From an optimization exercise on the open Yosys and OpenROAD flow, aimed at small area; shortcuts taken in it are not production practice. In this exercise RTL edits were held to simulation tests only and were not proved equivalent to the original. The clock port is modelled as an ideal driver; clocking choices that lean on that would not hold on a real chip.

==> inputs of run a <==
==> flow/design.v <==
module seg7dec
(
	input [3:0] v,
	output reg [6:0] seg  
);
always @(*)
begin
	case (v)
		4'd0: seg = 7'b111_1110;
		4'd1: seg = 7'b011_0000;
		4'd2: seg = 7'b110_1101;
		4'd3: seg = 7'b111_1001;
		4'd4: seg = 7'b011_0011;
		4'd5: seg = 7'b101_1011;
		4'd6: seg = 7'b101_1111;
		4'd7: seg = 7'b111_0010;
		4'd8: seg = 7'b111_1111;
		4'd9: seg = 7'b111_1011;
		default: seg = 7'bxxx_xxxx;
	endcase
end
endmodule
module seg7dec6
(
	input [2:0] v,
	output reg [6:0] seg
);
always @(*)
begin
	case (v)
		3'd0: seg = 7'b111_1110;
		3'd1: seg = 7'b011_0000;
		3'd2: seg = 7'b110_1101;
		3'd3: seg = 7'b111_1001;
		3'd4: seg = 7'b011_0011;
		3'd5: seg = 7'b101_1011;
		3'd6: seg = 7'b101_1111;
		default: seg = 7'bxxx_xxxx;
	endcase
end
endmodule
module seg7dec2
(
	input [3:0] hi,
	input [3:0] lo,
	output [6:0] highDigit,
	output [6:0] lowDigit
);
seg7dec high(.v(hi), .seg(highDigit));
seg7dec low(.v(lo), .seg(lowDigit));
endmodule
module seg7dec2s
(
	input [2:0] hi,
	input [3:0] lo,
	output [6:0] highDigit,
	output [6:0] lowDigit
);
seg7dec6 high(.v(hi), .seg(highDigit));
seg7dec low(.v(lo), .seg(lowDigit));
endmodule
module seg7Display
(
	input mclk,
	input clr,
	input run,
	input pe2,
	input [22:0] t,
	output [6:0] minHigh,
	output [6:0] minLow,
	output [6:0] secHigh,
	output [6:0] secLow,
	output [6:0] milHigh,
	output [6:0] milLow
);
reg lap;
reg [22:0] buff;
wire showLap = run & (lap | pe2);
wire [22:0] d = showLap ? buff : t;
always @(posedge mclk)
begin
	lap <= showLap & ~clr;
	if ((run & pe2) | clr)
		buff <= t;
end
seg7dec2 minseg(.hi(d[22:19]), .lo(d[18:15]), .highDigit(minHigh), .lowDigit(minLow));
seg7dec2s secseg(.hi(d[14:12]), .lo(d[11:8]), .highDigit(secHigh), .lowDigit(secLow));
seg7dec2 milseg(.hi(d[7:4]), .lo(d[3:0]), .highDigit(milHigh), .lowDigit(milLow));
endmodule
module ledbar
(
	input mclk,
	input reset,
	input run,
	input pe1,
	output [3:0] led
);
reg [7:0] pres;
reg [2:0] s;
wire term = pres[7] & pres[6] & pres[3];    
wire hold = reset | (~run & pe1);
wire [7:0] tp = {run & (&pres[6:0]), run & (&pres[5:0]), run & (&pres[4:0]), run & (&pres[3:0]),
	run & (&pres[2:0]), run & (&pres[1:0]), run & pres[0], run};
wire step = run & term;
assign led = {s[2] & ~s[0], s[2], s[1], s[1] | s[0]};
always @(posedge mclk)
begin
	pres <= step | hold ? 8'd0 : pres ^ tp;
	s <= hold ? 3'd0 : step ? {s[1] & s[0], s[0] | (s[1] & ~s[2]), ~s[2]} : s;
end
endmodule
module timer
(
	input mclk,
	input clr,
	input run,
	input pe1,
	output [22:0] t
);
reg pend;           
reg [3:0] pres;
reg [3:0] ms0, ms1, s0, m0, m1;
reg [2:0] s1;
assign t = {m1, m0, s1, s0, ms1, ms0};
function [3:0] tog10(input [3:0] d, input en);
	tog10 = {en & d[0] & (d[3] | (d[2] & d[1])), en & d[0] & d[1], en & d[0] & ~d[3], en};
endfunction
wire zero = clr | (~run & pend);
wire tick = run & pres[3] & pres[1];
wire c0 = tick & ms0[3] & ms0[0];
wire c1 = c0 & ms1[3] & ms1[0];
wire s60 = s1[2] & s1[1];
wire c2 = c1 & s0[3] & s0[0];
wire cm = tick & s60;
wire c3 = cm & m0[3] & m0[0];
wire [3:0] tp = tick ? pres : {run & pres[2] & pres[1] & pres[0], run & pres[1] & pres[0], run & pres[0], run};
always @(posedge mclk)
begin
	pend <= ~clr & (run ? pend : pe1 & ~pend);
	pres <= (pres ^ tp) & {4{~zero}};
	ms0 <= (ms0 ^ tog10(ms0, tick)) & {4{~zero}};
	ms1 <= (ms1 ^ tog10(ms1, c0)) & {4{~zero}};
	s0 <= (s0 ^ tog10(s0, c1)) & {4{~zero}};
	s1 <= (cm ? 3'd0 : s1 ^ {c2 & s1[1] & s1[0], c2 & s1[0], c2}) & {3{~zero}};
	m0 <= (m0 ^ tog10(m0, cm)) & {4{~zero}};
	m1 <= (m1 ^ tog10(m1, c3)) & {4{~zero}};
end
endmodule
module buttonStateMachine
(
	input mclk,
	input b0,
	input b1,
	input b2,
	input reset,
	output run,
	output pe1,
	output rst,
	output runX,
	output pe1X,
	output pe2X,
	output clr
);
reg r0, r1, r2, r3;      
reg [3:0] c0, c1, c2;    
reg runR;
assign rst = ~r2;
assign clr = ~(r2 & r3);
wire pe0X = ~c0[3] & c0[2];
assign pe1X = ~c1[3] & c1[2];
assign pe2X = ~c2[3] & c2[2];
assign pe1 = ~c1[2] & c1[1];
assign run = r3 & (runR ^ pe0X);
assign runX = runR;
always @(posedge mclk)
begin
	r0 <= reset;
	r1 <= r0;
	r2 <= r1;
	r3 <= r2;
	c0 <= {c0[2], c0[1], c0[0] & ~clr, b0};
	c1 <= {c1[2], c1[1], c1[0] & ~clr, b1};
	c2 <= {c2[2], c2[1], c2[0] & ~clr, b2};
	runR <= run & r2;
end
endmodule
module watch
(
	input mclk,
	input b0,
	input b1,
	input b2,
	input reset,
	output [6:0] segMin1,
	output [6:0] segMin2,
	output [6:0] segSec1,
	output [6:0] segSec2,
	output [6:0] segmil1,
	output [6:0] segmil2,
	output [3:0] led
);
wire run;      
wire pe1;      
wire rst;      
wire runX;     
wire pe1X;     
wire pe2X;     
wire clr;      
buttonStateMachine bsm(.mclk(mclk), .b0(b0), .b1(b1), .b2(b2), .reset(reset),
	.run(run), .pe1(pe1), .rst(rst), .runX(runX), .pe1X(pe1X), .pe2X(pe2X), .clr(clr));
wire [22:0] t;    
timer gettimer(.mclk(mclk), .clr(clr), .run(runX), .pe1(pe1X), .t(t));
ledbar ledb(.mclk(mclk), .reset(rst), .run(run), .pe1(pe1), .led(led));
seg7Display seg(.mclk(mclk), .clr(clr), .run(runX), .pe2(pe2X), .t(t),
	.minHigh(segMin1), .minLow(segMin2), .secHigh(segSec1), .secLow(segSec2),
	.milHigh(segmil1), .milLow(segmil2));
endmodule
==> flow/flow/run.sh <==
#!/bin/bash
# The standard layout, with these changes:
#  - the combinational logic of the standard synthesis is mapped again by ABC
#    for area (the standard synthesis maps it for delay at a 12 ps target),
#    with several ABC runs (in two rounds) of which the smallest result is
#    kept; every flip-flop of the standard synthesis is kept as it is, by
#    name and cell type;
#  - the smallest buffer (buf_1) on every input and output port;
#  - a clock tree of clkbuf_4 cells without dummy loads, where a buffer whose
#    flip-flops would see a slow clock edge becomes a clkbuf_8 (clk_fix.tcl).
set -euo pipefail
PORTBUF="BUFFER_PORTS_ARGS=-buffer_cell sky130_fd_sc_hd__buf_1"
CTS="CTS_ARGS=-sink_clustering_enable -repair_clock_nets -dont_use_dummy_load -buf_list sky130_fd_sc_hd__clkbuf_4 -sink_clustering_size 8"
CLKFIX="POST_CTS_TCL=$PWD/flow/clk_fix.tcl"
R=orfs/results/sky130hd/watch/base
LIB=$FLOW_HOME/platforms/sky130hd/lib/sky130_fd_sc_hd__tt_025C_1v80.lib

bash standard.sh "$PORTBUF" synth > standard_synth.log 2>&1

python3 flow/mkmodels.py $LIB cells_comb.v dont_use.txt > mkmodels.log 2>&1
cp $R/1_2_yosys.v 1_2_yosys_standard.v

remap() {  # remap NAME ABC-SCRIPT INPUT-NETLIST
  cat > remap_$1.ys <<EOS
read_verilog cells_comb.v
read_liberty -lib -ignore_redef $LIB
read_verilog $3
hierarchy -top $FLOW_TOP
flatten
opt_clean -purge
techmap
opt -fast
abc -script $2 -liberty $LIB $(cat dont_use.txt)
opt_clean -purge
stat -liberty $LIB
write_verilog -noattr -noexpr remap_$1.v
EOS
  yosys -l remap_$1.log -s remap_$1.ys > /dev/null 2>&1 || true
}

pick() {  # pick PREFIX: the smallest remap_PREFIX*.v so far
  best=""; bestarea=""
  for log in remap_$1*.log; do
    n=${log#remap_}; n=${n%.log}
    a=$(grep "Chip area" $log | tail -1 | awk '{print $NF}')
    [[ -n "$a" && -s remap_$n.v ]] || continue
    echo "$n $a" >> remap_areas.txt
    if [[ -z "$best" ]] || python3 -c "import sys; sys.exit(0 if $a < $bestarea else 1)"; then best=$n; bestarea=$a; fi
  done
}

# round 1: from the standard synthesis
printf 'strash\ndch -f\namap\n' > abc_amap.script
remap r1amap abc_amap.script 1_2_yosys_standard.v &
for S in $(seq 1 15); do
  printf 'strash\n&get -n\n&deepsyn -T 30 -S %d\n&put\nstrash\ndc2\ndch -f\namap\n' $S > abc_deep$S.script
  remap r1deep$S abc_deep$S.script 1_2_yosys_standard.v &
  if (( S % 4 == 3 )); then wait; fi
done
wait
pick r1
echo "round 1: $best $bestarea" >> remap_areas.txt
cp remap_$best.v round1_best.v

# round 2: again from the best of round 1
for S in $(seq 1 8); do
  remap r2deep$S abc_deep$S.script round1_best.v &
  if (( S % 4 == 0 )); then wait; fi
done
wait
pick r
echo "chosen: $best $bestarea" >> remap_areas.txt
cp remap_$best.v $R/1_2_yosys.v
touch $R/1_2_yosys.v

bash standard.sh "$PORTBUF" "$CTS" "$CLKFIX" finish > standard_finish.log 2>&1
==> flow/flow/clk_fix.tcl <==
estimate_parasitics -placement
set fixed 0
foreach inst [get_cells clkbuf_*] {
  if { [get_property $inst ref_name] ne "sky130_fd_sc_hd__clkbuf_4" } { continue }
  set net [get_nets -of_objects [get_pins [get_name $inst]/X]]
  set mx 0
  foreach p [get_pins -of_objects $net -filter "direction==input"] {
    set s [get_property $p slew_max]
    if { $s > $mx } { set mx $s }
  }
  puts "clk_fix: [get_name $inst] max sink slew $mx"
  if { $mx > 0.120 } {
    replace_cell $inst sky130_fd_sc_hd__clkbuf_8
    incr fixed
  }
}
puts "clk_fix: upsized $fixed clock buffers"
if { $fixed > 0 } {
  detailed_placement
  check_placement -verbose
  estimate_parasitics -placement
}
==> flow/flow/mkmodels.py <==
# Writes Verilog models of the platform's combinational cells (from their
# liberty functions) and a list of the cells synthesis must not use.
# usage: python3 mkmodels.py LIB MODELS.v DONTUSE.txt
import re, sys
lib = open(sys.argv[1]).read()
models = []
for m in re.finditer(r'\n    cell \("?(\w+)"?\) \{', lib):
    name = m.group(1)
    nxt = lib.find('\n    cell (', m.end())
    body = lib[m.end():nxt if nxt > 0 else len(lib)]
    if re.search(r'\b(ff|latch|statetable)\s*\(', body):
        continue
    ins, outs = [], []
    for p, pb in re.findall(r'\n        pin \("?(\w+)"?\) \{(.*?)\n        \}', body, re.S):
        d = re.search(r'direction : "?(\w+)"?', pb).group(1)
        f = re.search(r'function : "(.*?)"', pb)
        if d == 'input':
            ins.append(p)
        elif d == 'output' and f:
            outs.append((p, f.group(1)))
    if not outs:
        continue
    s = 'module %s(%s);\n' % (name, ', '.join(ins + [o for o, _ in outs]))
    for i in ins:
        s += '  input %s;\n' % i
    for o, f in outs:
        e = f.replace('!', '~').replace('+', '|').replace('*', '&')
        e = re.sub(r'(\w|\))\s+(?=[\w(~])', r'\1 & ', e)
        s += '  output %s;\n  assign %s = %s;\n' % (o, o, e)
    models.append(s + 'endmodule\n')
open(sys.argv[2], 'w').write('\n'.join(models))
cells = re.findall(r'\n    cell \("?(\w+)"?\)', lib)
open(sys.argv[3], 'w').write(' '.join('-dont_use ' + c for c in cells if 'probe' in c or 'lpflow' in c) + '\n')
print(len(models), 'models')
==> flow/standard.sh <==
#!/bin/bash
# synth_recipe.tcl (not shown) runs the flow's synth.tcl, then flattens the netlist and writes it again
# the make line also repeats each setting of config.mk as NAME=value (left out here)
make -C /OpenROAD-flow-scripts/flow DESIGN_CONFIG=/design/flow/config.mk WORK_HOME=/design/flow/orfs CLKGATE_MAP_FILE= SYNTH_SCRIPT=/design/flow/synth_recipe.tcl "${@:-finish}"
==> flow/config.mk <==
export PLATFORM = sky130hd
export DESIGN_NAME = watch
export DESIGN_NICKNAME = watch
export VERILOG_FILES = /design/flow/design.v
export SDC_FILE = /design/flow/constraint.sdc
export NUM_CORES = 4
export LEC_CHECK = 0
export CAP_MARGIN = 20
export CORE_MARGIN = 2
export CORE_UTILIZATION = 40
export SLEW_MARGIN = 20
==> flow/constraint.sdc <==
create_clock -name core_clock -period 12.0 [get_ports {mclk}]
set_input_delay 2.4000 -clock core_clock [delete_from_list [all_inputs] [get_ports {mclk}]]
set_output_delay 2.4000 -clock core_clock [all_outputs]
set_load 0.01 [all_outputs]
==> run b: changes against run a <==
--- a/flow/design.v
+++ b/flow/design.v
@@ -3,3 +3,3 @@
 	input [3:0] v,
-	output reg [6:0] seg  
+	output reg [6:0] seg
 );
@@ -95,6 +95,5 @@
 	input pe1,
-	output [3:0] led
+	output reg [3:0] led
 );
 reg [7:0] pres;
-reg [2:0] s;
 wire term = pres[7] & pres[6] & pres[3];    
@@ -104,3 +103,2 @@
 wire step = run & term;
-assign led = {s[2] & ~s[0], s[2], s[1], s[1] | s[0]};
 always @(posedge mclk)
@@ -108,3 +106,3 @@
 	pres <= step | hold ? 8'd0 : pres ^ tp;
-	s <= hold ? 3'd0 : step ? {s[1] & s[0], s[0] | (s[1] & ~s[2]), ~s[2]} : s;
+	led <= hold ? 4'd0 : step ? (led[3] ? 4'b0000 : {led[2:0], 1'b1}) : led;
 end
@@ -163,7 +161,7 @@
 );
-reg r0, r1, r2, r3;      
+reg r0, r1, r2, r3;
 reg [3:0] c0, c1, c2;    
 reg runR;
-assign rst = ~r2;
-assign clr = ~(r2 & r3);
+assign rst = r2;
+assign clr = r2 | r3;
 wire pe0X = ~c0[3] & c0[2];
@@ -172,3 +170,3 @@
 assign pe1 = ~c1[2] & c1[1];
-assign run = r3 & (runR ^ pe0X);
+assign run = ~r3 & (runR ^ pe0X);
 assign runX = runR;
@@ -176,3 +174,3 @@
 begin
-	r0 <= reset;
+	r0 <= ~reset;
 	r1 <= r0;
@@ -183,3 +181,3 @@
 	c2 <= {c2[2], c2[1], c2[0] & ~clr, b2};
-	runR <= run & r2;
+	runR <= run & ~r2;
 end
==> flow/flow/run.sh (replaced) <==
#!/bin/bash
# The standard layout, with two changes:
#  - the combinational logic of the standard synthesis is mapped again by ABC
#    for area (the standard synthesis maps it for delay at a 12 ps target);
#    every flip-flop of the standard synthesis is kept as it is, by name and
#    cell type;
#  - the smallest buffer (buf_1) on every input and output port.
set -euo pipefail
PORTBUF="BUFFER_PORTS_ARGS=-buffer_cell sky130_fd_sc_hd__buf_1"
R=orfs/results/sky130hd/watch/base
LIB=$FLOW_HOME/platforms/sky130hd/lib/sky130_fd_sc_hd__tt_025C_1v80.lib

bash standard.sh "$PORTBUF" synth > standard_synth.log 2>&1

python3 flow/mkmodels.py $LIB cells_comb.v dont_use.txt > mkmodels.log 2>&1
cp $R/1_2_yosys.v 1_2_yosys_standard.v
cat > remap.ys <<EOS
read_verilog cells_comb.v
read_liberty -lib -ignore_redef $LIB
read_verilog 1_2_yosys_standard.v
hierarchy -top $FLOW_TOP
flatten
opt_clean -purge
techmap
opt -fast
abc -script flow/area.abc -liberty $LIB $(cat dont_use.txt)
opt_clean -purge
stat -liberty $LIB
write_verilog -noattr -noexpr 1_2_yosys_remapped.v
EOS
yosys -l remap_yosys.log -s remap.ys > /dev/null 2>&1
cp 1_2_yosys_remapped.v $R/1_2_yosys.v
touch $R/1_2_yosys.v

bash standard.sh "$PORTBUF" finish > standard_finish.log 2>&1
==> flow/flow/area.abc (new file) <==
strash
dch -f
amap
removed: flow/flow/clk_fix.tcl
==> run c: changes against run a <==
--- a/flow/design.v
+++ b/flow/design.v
@@ -3,3 +3,3 @@
 	input [3:0] v,
-	output reg [6:0] seg  
+	output reg [6:0] seg
 );
@@ -95,6 +95,5 @@
 	input pe1,
-	output [3:0] led
+	output reg [3:0] led
 );
 reg [7:0] pres;
-reg [2:0] s;
 wire term = pres[7] & pres[6] & pres[3];    
@@ -104,3 +103,2 @@
 wire step = run & term;
-assign led = {s[2] & ~s[0], s[2], s[1], s[1] | s[0]};
 always @(posedge mclk)
@@ -108,3 +106,3 @@
 	pres <= step | hold ? 8'd0 : pres ^ tp;
-	s <= hold ? 3'd0 : step ? {s[1] & s[0], s[0] | (s[1] & ~s[2]), ~s[2]} : s;
+	led <= hold ? 4'd0 : step ? (led[3] ? 4'b0000 : {led[2:0], 1'b1}) : led;
 end
@@ -163,7 +161,7 @@
 );
-reg r0, r1, r2, r3;      
+reg r0, r1, r2, r3;
 reg [3:0] c0, c1, c2;    
 reg runR;
-assign rst = ~r2;
-assign clr = ~(r2 & r3);
+assign rst = r2;
+assign clr = r2 | r3;
 wire pe0X = ~c0[3] & c0[2];
@@ -172,3 +170,3 @@
 assign pe1 = ~c1[2] & c1[1];
-assign run = r3 & (runR ^ pe0X);
+assign run = ~r3 & (runR ^ pe0X);
 assign runX = runR;
@@ -176,3 +174,3 @@
 begin
-	r0 <= reset;
+	r0 <= ~reset;
 	r1 <= r0;
@@ -183,3 +181,3 @@
 	c2 <= {c2[2], c2[1], c2[0] & ~clr, b2};
-	runR <= run & r2;
+	runR <= run & ~r2;
 end
==> flow/flow/run.sh (replaced) <==
#!/bin/bash
# The standard layout, with two changes:
#  - the combinational logic of the standard synthesis is mapped again by ABC
#    for area (the standard synthesis maps it for delay at a 12 ps target);
#    every flip-flop of the standard synthesis is kept as it is, by name and
#    cell type;
#  - the smallest buffer (buf_1) on every input and output port.
set -euo pipefail
PORTBUF="BUFFER_PORTS_ARGS=-buffer_cell sky130_fd_sc_hd__buf_1"
CTS="CTS_ARGS=-sink_clustering_enable -repair_clock_nets -dont_use_dummy_load -buf_list sky130_fd_sc_hd__clkbuf_4"
R=orfs/results/sky130hd/watch/base
LIB=$FLOW_HOME/platforms/sky130hd/lib/sky130_fd_sc_hd__tt_025C_1v80.lib

bash standard.sh "$PORTBUF" synth > standard_synth.log 2>&1

python3 flow/mkmodels.py $LIB cells_comb.v dont_use.txt > mkmodels.log 2>&1
cp $R/1_2_yosys.v 1_2_yosys_standard.v
cat > remap.ys <<EOS
read_verilog cells_comb.v
read_liberty -lib -ignore_redef $LIB
read_verilog 1_2_yosys_standard.v
hierarchy -top $FLOW_TOP
flatten
opt_clean -purge
techmap
opt -fast
abc -script flow/area.abc -liberty $LIB $(cat dont_use.txt)
opt_clean -purge
stat -liberty $LIB
write_verilog -noattr -noexpr 1_2_yosys_remapped.v
EOS
yosys -l remap_yosys.log -s remap.ys > /dev/null 2>&1
cp 1_2_yosys_remapped.v $R/1_2_yosys.v
touch $R/1_2_yosys.v

bash standard.sh "$PORTBUF" "$CTS" finish > standard_finish.log 2>&1
==> flow/flow/area.abc (new file) <==
strash
dch -f
amap
removed: flow/flow/clk_fix.tcl
==> run d: changes against run a <==
--- a/flow/flow/clk_fix.tcl
+++ b/flow/flow/clk_fix.tcl
@@ -11,3 +11,3 @@
   puts "clk_fix: [get_name $inst] max sink slew $mx"
-  if { $mx > 0.120 } {
+  if { $mx > 0.112 } {
     replace_cell $inst sky130_fd_sc_hd__clkbuf_8
==> flow_summary.json <==
{
  "design.seq.count": 81,
  "multi_input_area_um2": 1280,
  "synth_area_um2": 3290,
  "p_sw_mw": 0.0821,
  "status": "complete, no violations",
  "dieArea_um2": 8960,
  "period_share": 0.485,
  "crit_end": "segMin1[6]",
  "critical-path-max-stage-delay_ps": 620,
  "crit_buf_inv": 4,
  "netlist_instances": 356,
  "grt_pass1_wl_um": 10000
}
Source of the figures above: run c

==> flow_summary.json <==
{
  "fillers": 703,
  "period_share": 0.517,
  "clk-power_mw": 0.118,
  "netlist_instances": 330,
  "multi_input_area_um2": 1120,
  "multi_input_area_share": 0.323,
  "synth_area_um2": 3070,
  "crit_end": "segMin2[4]",
  "design.seq.count": 80,
  "dieArea_um2": 8380,
  "p_sw_mw": 0.0845,
  "critical-path-max-stage-delay_ps": 610,
  "rr_worst_depth": 9,
  "grt_pass1_wl_um": 9340,
  "status": "complete, no violations",
  "crit_buf_inv": 3
}
Source of the figures above: run a

==> flow_summary.json <==
{
  "hold_buffers": 0,
  "status": "complete, no violations",
  "dieArea_um2": 8960,
  "worstHoldPathCells": 0,
  "design.seq.count": 81,
  "routed.top_layer": "met4",
  "p_sw_mw": 0.100,
  "crit_buf_inv": 4,
  "grt_pass1_wl_um": 10200,
  "period_share": 0.477,
  "multi_input_area_um2": 1280,
  "netlist_instances": 356,
  "critical-path-max-stage-delay_ps": 620
}
Source of the figures above: run b

==> flow_summary.json <==
{
  "regArea_um2": 1830,
  "grt_pass1_wl_um": 9340,
  "dieArea_um2": 8380,
  "clk_latency_ps": 350,
  "crit_end": "segMin2[4]",
  "period_share": 0.518,
  "multi_input_area_um2": 1120,
  "status": "complete, no violations",
  "hold_violations": 0,
  "synth_area_um2": 3070,
  "cts.sinks": 80,
  "netlist_instances": 330,
  "design.seq.count": 80,
  "crit_buf_inv": 3,
  "p_sw_mw": 0.0848,
  "critical-path-max-stage-delay_ps": 610,
  "multi_input_area_share": 0.323
}
Source of the figures above: run d

re-timing with driven ports:
The flow's constraints put no driver on any port. The routed layouts listed below were extracted and timed again, unchanged, in two steps.
Step 1 assumes that a clkbuf_16 drives the clock port and a buf_2 every other input.
Step 2 times the ports against the registers' clock, not the clock port: input delays grow and output delays shrink by t, the midpoint of the rising clock arrivals with the driver on.
Slacks: ideal / step 1 / step 2; pairs: ideal / step 1.
| run | t (ns) | setup slack, ns | clock arrival spread, ns |
|---|---|---|---|
| run a | 0.359 | 5.799 / 5.769 / 6.128 | 0.034 / 0.034 |
| run b | 0.366 | 6.272 / 6.245 / 6.611 | 0.005 / 0.005 |
| run c | 0.424 | 6.184 / 6.159 / 6.583 | 0.030 / 0.030 |
| run d | 0.362 | 5.780 / 5.751 / 6.113 | 0.037 / 0.038 |
After both steps every run listed still meets setup and hold.
